Background: an optimization exercise with open tools, aiming at small area and a short achievable clock period. Do not read the settings as production practice. In this exercise RTL edits were held to simulation tests only and were not proved equivalent to the original.

## flow/design.v (module list and top-level ports; edited modules follow where they fit)
// module day1_solver: 1129 lines
// module fa3: 4 lines
// module ha2: 4 lines
module day1_solver #(
    parameter W = 8
) (
    input wire clk,
    input wire reset,
    input wire valid_in,
    input wire [W*17-1:0] flat_data,
    input wire [W-1:0] valid_mask,
    output wire [31:0] part1_count,
    output wire [31:0] part2_count
);
  // ...
==> flow/flow/run.sh <==
#!/bin/bash
# Layout flow: the standard flow (standard.sh, with config.mk's settings),
# with two changes to how the layout is made:
#  - the port buffers use the smallest buffer cell (sky130_fd_sc_hd__buf_1)
#    rather than the delay buffer buffer_ports picks; every input and output
#    port still gets its own buffer;
#  - the timing repair aims for 31.2 ns of setup slack (a shorter achieved
#    period), instead of 0. The clock period and constraints are unchanged.
# The make output is kept in standard_flow.log; ORFS keeps each step's log
# under orfs/logs/.
set -euo pipefail
bash standard.sh "BUFFER_PORTS_ARGS=-buffer_cell sky130_fd_sc_hd__buf_1" \
  SETUP_SLACK_MARGIN=31.2 finish > standard_flow.log 2>&1
==> flow/standard.sh <==
#!/bin/bash
# synth_recipe.tcl (not shown) runs the flow's synth.tcl, then flattens the netlist and writes it again
# the make line also repeats each setting of config.mk as NAME=value (left out here)
make -C /OpenROAD-flow-scripts/flow DESIGN_CONFIG=/design/flow/config.mk WORK_HOME=/design/flow/orfs CLKGATE_MAP_FILE= SYNTH_SCRIPT=/design/flow/synth_recipe.tcl "${@:-finish}"
==> flow/config.mk <==
export PLATFORM = sky130hd
export DESIGN_NAME = day1_solver
export DESIGN_NICKNAME = day1_solver
export VERILOG_FILES = /design/flow/design.v
export SDC_FILE = /design/flow/constraint.sdc
export NUM_CORES = 4
export LEC_CHECK = 0
export CAP_MARGIN = 20
export CORE_MARGIN = 2
export CORE_UTILIZATION = 40
export CTS_BUF_LIST = sky130_fd_sc_hd__clkbuf_8
export SLEW_MARGIN = 20
export SYNTH_HIERARCHICAL = 1
==> flow/constraint.sdc <==
create_clock -name core_clock -period 50.0 [get_ports {clk}]
set_input_delay 10.0000 -clock core_clock [delete_from_list [all_inputs] [get_ports {clk}]]
set_output_delay 10.0000 -clock core_clock [all_outputs]
set_load 0.01 [all_outputs]
==> impl_results.md, run 1 <==
* Worst Hold Depth at 1
* Critical Path End Type: flop
* IO Pins at around 210
* Largest class: multi-input combinational cells
* WL final at 41400 um
* Clock latency (worst-skew pair) at between 400 and 500 ps
* Crit share post-route at 37.1%
* Fin cells at 2318
* Cells after Synth at 1547
* Met2 WL at slightly below 20000 um
* Largest stage delay on the critical path at around 620 ps
* Synth Area in XOR/XNOR at 9.59%
* Area growth syn-to-layout at 13.6%
* Dominant cell type by area after synthesis: fa_1
* Vias in the first global route at 12.6k
* Setup TNS at 0 ps
* Die Area at 43200 um^2
* Fraction of cell area in non-clock buffers at between 5 and 6%
* DR pass1 iterations at 5
* Seq/total area at 15.2%
* CTS H-tree lvls at 4
* Syn avg cell area at 10.7 um^2
* Total GRT Usage at 19.4%
* CP required at 50320 ps
* Outcome: finished clean
* Diode count at 0
* Synth top cells by count: fa_1 (293), ha_1 (130), inv_1 (120), xnor2_1 (116), nor2_1 (92)
* Area contributors post-synth: fa_1 (35%), dfrtp_1 (10%), ha_1 (9.8%)
==> run 2, diff against run 1 <==
--- a/flow/design.v
+++ b/flow/design.v
@@ -640,17 +640,57 @@
     wire t_477 = t_472 | f41[4];
     wire t_478 = ~t_476;
     wire t_479, t_480;
     fa3 ut_479 (.a(t_478), .b(f41[6]), .c(t_475), .s(t_479), .co(t_480));
     wire t_481 = t_477 ^ f41[5];
     wire t_482 = t_477 | f41[5];
     wire t_483 = f41[6] ^ t_482;
     wire t_484 = f41[6] | t_482;
-    wire [12:0] y = {1'b1, ~t_483, t_480, t_479, t_470, t_463, t_454, t_453, t_432, t_431, t_416, t_394, t_374} + {t_484, 1'b0, ~t_481, 1'b0, t_474, t_469, t_462, 1'b0, t_442, 1'b0, 1'b0, t_396, t_376};
+    wire [12:0] y_p = {1'b1, ~t_483, t_480, t_479, t_470, t_463, t_454, t_453, t_432, t_431, t_416, t_394, t_374} ^ {t_484, 1'b0, ~t_481, 1'b0, t_474, t_469, t_462, 1'b0, t_442, 1'b0, 1'b0, t_396, t_376};
+    wire [12:0] y_g = {1'b1, ~t_483, t_480, t_479, t_470, t_463, t_454, t_453, t_432, t_431, t_416, t_394, t_374} & {t_484, 1'b0, ~t_481, 1'b0, t_474, t_469, t_462, 1'b0, t_442, 1'b0, 1'b0, t_396, t_376};
+    wire y_G1 = y_g[1] | (y_p[1] & y_g[0]);
+    wire y_P1 = y_p[1] & y_p[0];
+    wire y_G2 = y_g[3] | (y_p[3] & y_g[2]);
+    wire y_P2 = y_p[3] & y_p[2];
+    wire y_G3 = y_g[5] | (y_p[5] & y_g[4]);
+    wire y_P3 = y_p[5] & y_p[4];
+    wire y_G4 = y_g[7] | (y_p[7] & y_g[6]);
+    wire y_P4 = y_p[7] & y_p[6];
+    wire y_G5 = y_g[9] | (y_p[9] & y_g[8]);
+    wire y_P5 = y_p[9] & y_p[8];
+    wire y_G6 = y_g[11] | (y_p[11] & y_g[10]);
+    wire y_P6 = y_p[11] & y_p[10];
+    wire y_G7 = y_G2 | (y_P2 & y_G1);
+    wire y_P7 = y_P2 & y_P1;
+    wire y_G8 = y_G4 | (y_P4 & y_G3);
+    wire y_P8 = y_P4 & y_P3;
+    wire y_G9 = y_G6 | (y_P6 & y_G5);
+    wire y_P9 = y_P6 & y_P5;
+    wire y_G10 = y_G8 | (y_P8 & y_G7);
+    wire y_P10 = y_P8 & y_P7;
+    wire y_G11 = y_G9 | (y_P9 & y_G10);
+    wire y_P11 = y_P9 & y_P10;
+    wire y_G12 = y_G3 | (y_P3 & y_G7);
+    wire y_P12 = y_P3 & y_P7;
+    wire y_G13 = y_G5 | (y_P5 & y_G10);
+    wire y_P13 = y_P5 & y_P10;
+    wire y_G14 = y_g[2] | (y_p[2] & y_G1);
+    wire y_P14 = y_p[2] & y_P1;
+    wire y_G15 = y_g[4] | (y_p[4] & y_G7);
+    wire y_P15 = y_p[4] & y_P7;
+    wire y_G16 = y_g[6] | (y_p[6] & y_G12);
+    wire y_P16 = y_p[6] & y_P12;
+    wire y_G17 = y_g[8] | (y_p[8] & y_G10);
+    wire y_P17 = y_p[8] & y_P10;
+    wire y_G18 = y_g[10] | (y_p[10] & y_G13);
+    wire y_P18 = y_p[10] & y_P13;
+    wire y_G19 = y_g[12] | (y_p[12] & y_G11);
+    wire y_P19 = y_p[12] & y_P11;
+    wire [12:0] y = {y_p[12] ^ y_G11, y_p[11] ^ y_G18, y_p[10] ^ y_G13, y_p[9] ^ y_G17, y_p[8] ^ y_G10, y_p[7] ^ y_G16, y_p[6] ^ y_G12, y_p[5] ^ y_G15, y_p[4] ^ y_G7, y_p[3] ^ y_G14, y_p[2] ^ y_G1, y_p[1] ^ y_g[0], y_p[0]};
     wire zm = (pm == 7'd0);
     wire [8:0] ou1_p = {1'b0, 1'b0, pm[6], pm[5], pm[4], pm[3], pm[2], pm[1], pm[0]} ^ {1'b0, 1'b0, rbq4[6], rbq4[5], rbq4[4], rbq4[3], rbq4[2], rbq4[1], rbq4[0]};
     wire [8:0] ou1_g = {1'b0, 1'b0, pm[6], pm[5], pm[4], pm[3], pm[2], pm[1], pm[0]} & {1'b0, 1'b0, rbq4[6], rbq4[5], rbq4[4], rbq4[3], rbq4[2], rbq4[1], rbq4[0]};
     wire ou1_G1 = ou1_g[1] | (ou1_p[1] & ou1_g[0]);
     wire ou1_P1 = ou1_p[1] & ou1_p[0];
     wire ou1_G2 = ou1_g[3] | (ou1_p[3] & ou1_g[2]);
     wire ou1_P2 = ou1_p[3] & ou1_p[2];
     wire ou1_G3 = ou1_g[5] | (ou1_p[5] & ou1_g[4]);
==> run 2 against run 1 <==
  * Maximum frequency increased by 0.11%
  * Via count increased by 2.2%
  * Area after synthesis increased by 0.14%
  * Clock-buffer cell count unchanged
  * Highest routed layer is now met5
  * Still clean
  * Die area increased by 0.14%
  * Cell count increased by 0.35%
==> impl_results.md, run 2 <==
* FFs w/ async S/R, synth at 57.6%
* Root Buffer: clkbuf_8
* M3 GR Usage at 2.84%
* Commonest cells after routing, fill and taps aside: fa_1 (280), buf_1 (193), inv_1 (128), ha_1 (124), xnor2_1 (111)
* DIE HEIGHT at 208 um
* GR Util met1 at 26.9%
* Num CTS Buffers at 17
* Layout cells sized above 1 at 9.49%
* Synth top cells by count: fa_1 (297), ha_1 (130), inv_1 (128), xnor2_1 (119), nand2_1 (84)
* Dominant cell type by area after synthesis: fa_1
* Fmax at approximately 54 MHz
* Largest family of logic cells by synthesized area: adder cells
* Outcome: finished clean
* CP Buf/Inv Count at 3
* R2R depth at 40
* R2R Path End: pm[6]$_DFF_PP0_
* First-pass GRT wire length at 68000 um
* Critical R2R Launch: pm[2]$_DFF_PP0_
* Critical Path End Type: flop
* Buffers on Ports at 202
* R2r setup slk at between 30000 and 40000 ps
* Synthesized area at 16600 um^2
* Reg clk slew, reported paths at 90 ps
* Largest stage delay on the critical path at 570 ps (-50 ps)
* Crit path max-delay family: adder cells
* Critical path fanouts, max at 6
* Setup TNS at 0 ps (unchanged)
* Largest net degree at the start of global routing at 73
* Post-route ant nets at 0
* Most common cell in the netlist: fa_1
* Area occupied by multi-input gates at 13600 um^2
* Top Registers: tot1 x32, tot2 x32, yq x13
* Crit share post-route at 37.0% (-0.042 points)
* Area contributors post-synth: fa_1 (36%), dfrtp_1 (10%), ha_1 (9.8%)
* GRT Max-Usage Layer: met2
* Clock latency (worst-skew pair) at 470 ps (+20 ps)
* CP arrival at 18830 ps
* Slack of the critical path at 31490 ps
* Post-Synth Adder-Cell Area at between 40% and 50%
* CORE AREA at 40900 um^2
* WL final at 43100 um (+4.3%)
* CP required at 50320 ps (about the same)
* Area growth syn-to-layout at 14.2%
* Pre-CTS WS at between 20000 and 30000 ps
* Max-slew violations at 0
* Cell Rows at 74
* Number of fill cells in the layout at just under 4k
* Unrepaired setup endpoints after global routing: yes
* Die Area at 43300 um^2 (+0.14%)
* Max Cap Viol at 0
* Post-layout instance area at 19000 um^2
* Final Skew at about 32 ps
* Placed Area at 18000 um^2
* CTS sink count at 125
* Synth Register Bits at between 100 and 150
* DR pass1 iterations at 5 (unchanged)
* Worst Min Path Start: tot2[31]$_DFF_PP0_
* Post-synthesis mux area share at 1.09%
* FF/Latch Area at 2870 um^2
* Grt ovf at 0
* Drc violations at 0
* Initial DRC Count at between 600 and 700
* Total GRT Usage at 20.0% (+0.63 points)
* DR WL/cell at 18.5 um
* Finished Core Util at between 40% and 50%
* WS Path Type: primary input to flop
* Starting Density at 40.7%
* Ys flop type: dfrtp_1
* Vias in the first global route at 12.7k (+1.2%)
* Seq/Total Area, Yosys at 17.2%
* Initial antenna violation count at 3
* GR Util met2 at between 30% and 40%
* TritonCTS clock tree: yes
* EDFF count, synth at 0
* Die extent in x at 208 um
* Vias per cell at 5.28
* Setup-failing EPs final at 0
* Startpoint types: primary input
* Slowest CP cell: fa_2
* Syn nets at between 2k and 2.5k
* Slew @ Worst Pin at 946 ps
* Via count at ~12k
* WP depth at 35
* Fin crit period at 18510 ps
* Worst slew margin at a little under two fifths
* CTS H-tree lvls at 4 (unchanged)
* Post-synthesis simple-gate area fraction at 12.0%
* Synth Area in XOR/XNOR at 9.32% (-0.28 points)
* Post-synthesis cell type count at 74
* Gpl congestion at between 0.9 and 1
* Dpl hpwl at between 30000 and 40000 um
* Worst hold path type: flop to flop
* Syn avg cell area at 10.7 um^2 (-0.69%)
* Post-synthesis compound-gate area fraction at 11.2%
* Critical Path End: pm[6]$_DFF_PP0_
* Commonest non-fill, non-tap cell in the layout: fa_1
* Worst setup startpoint: flat_data[25]
* Post-synth top area share at 35.7%
* Number of warnings issued by yosys at 7
* Layout Nets at around 2.4k
* Cells after Synth at 1560 (+0.84%)
* Final hold vios at 0
* Bufs on Longest Clock Path at 2
* IO Pins at 211 (unchanged)
-- run 2: modules after synthesis (local to each module, per instance) --
| module | flip-flops and latches | cells inside | cell area, um^2 |
|---|---|---|---|
| fa3 | 0 | 1 | 20.0 |
| ha2 | 0 | 1 | 12.5 |
| day1_solver | 125 | 1279 | 11200 |
-- run 2: area by class of cell --
type / instances / area share [%]
Sequential cell: 125 / 15.1
Clock inverter: 15 / 1.10
Clock buffer: 17 / 1.23
Multi-Input combinational cell: 1277 / 71.4
Timing Repair Buffer: 228 / 5.08
Antenna cell: 2 / 0.0263
Inverter: 130 / 2.57
Tap cell: 532 / 3.50
-- run 2: cells by family after synthesis --
logic type | after synthesis
xor gates and xnor gates | 177
muxes | 17
and+or+nand+nor | 382
DFF | 125
adders and majority gates | 427
buffers and inverters | 158
AOI/OAI and AO/OA | 274
-- run 2: through the flow --
stage                     std cells  hold slack [ps]
after floorplan                1560              478
after global placement         2268              457
after detailed placement       2268              462
after CTS                      2303              480
after global routing           2326              497
final                          2326              477
-- run 2: worst min-delay path by stage --
stage                     cells past startpoint                 end  slack (ps)
after floorplan                               1   tot1[3]$_DFF_PP0_         480
after global placement                        1  tot1[31]$_DFF_PP0_         460
after detailed placement                      1  tot2[31]$_DFF_PP0_         460
after CTS                                     1  tot2[31]$_DFF_PP0_         480
after global routing                          1  tot2[31]$_DFF_PP0_         500
final                                         1  tot2[31]$_DFF_PP0_         480
-- run 2: timing repair --
item / in CTS / in global routing
pin swaps: 5 / 31
setup buffers: 3 / 21
hold buffers: 0 / 0
resized for setup: 31 / 61
setup endpoints to repair: 16 / 31
-- run 2: metal layers --
metal | part of all wire, % | routed length, um
met5 | 0.030 | 13
met4 | 2.8 | 1200
met3 | 4.2 | 1830
met2 | 48 | 20800
met1 | 45 | 19300

## port drivers added, routing unchanged
The flow's constraints put no driver on any port. The routed layouts listed below were extracted and timed again, unchanged, in two steps.
Step 1 assumes that a clkbuf_16 drives the clock port and a buf_2 every other input.
Step 2, shift: input delay + t, output delay - t, t = (earliest + latest rising clock arrival at the registers) / 2. This alone moves slack from input paths to output paths.
Slacks: ideal ports / drivers / drivers and shift; pairs: ideal ports / drivers.
run | t (ns) | slack for setup (ns) | worst register clock-pin slew, ns
run 1 | 0.484 | 31.474 / 31.443 / 31.013 | 0.09 / 0.09
run 2 | 0.495 | 31.495 / 31.514 / 31.019 | 0.10 / 0.10
After both steps every run listed still meets setup and hold. For run 2, which loses most, drivers alone change the setup slack by +0.019 ns; drivers and shift together by -0.476 ns.
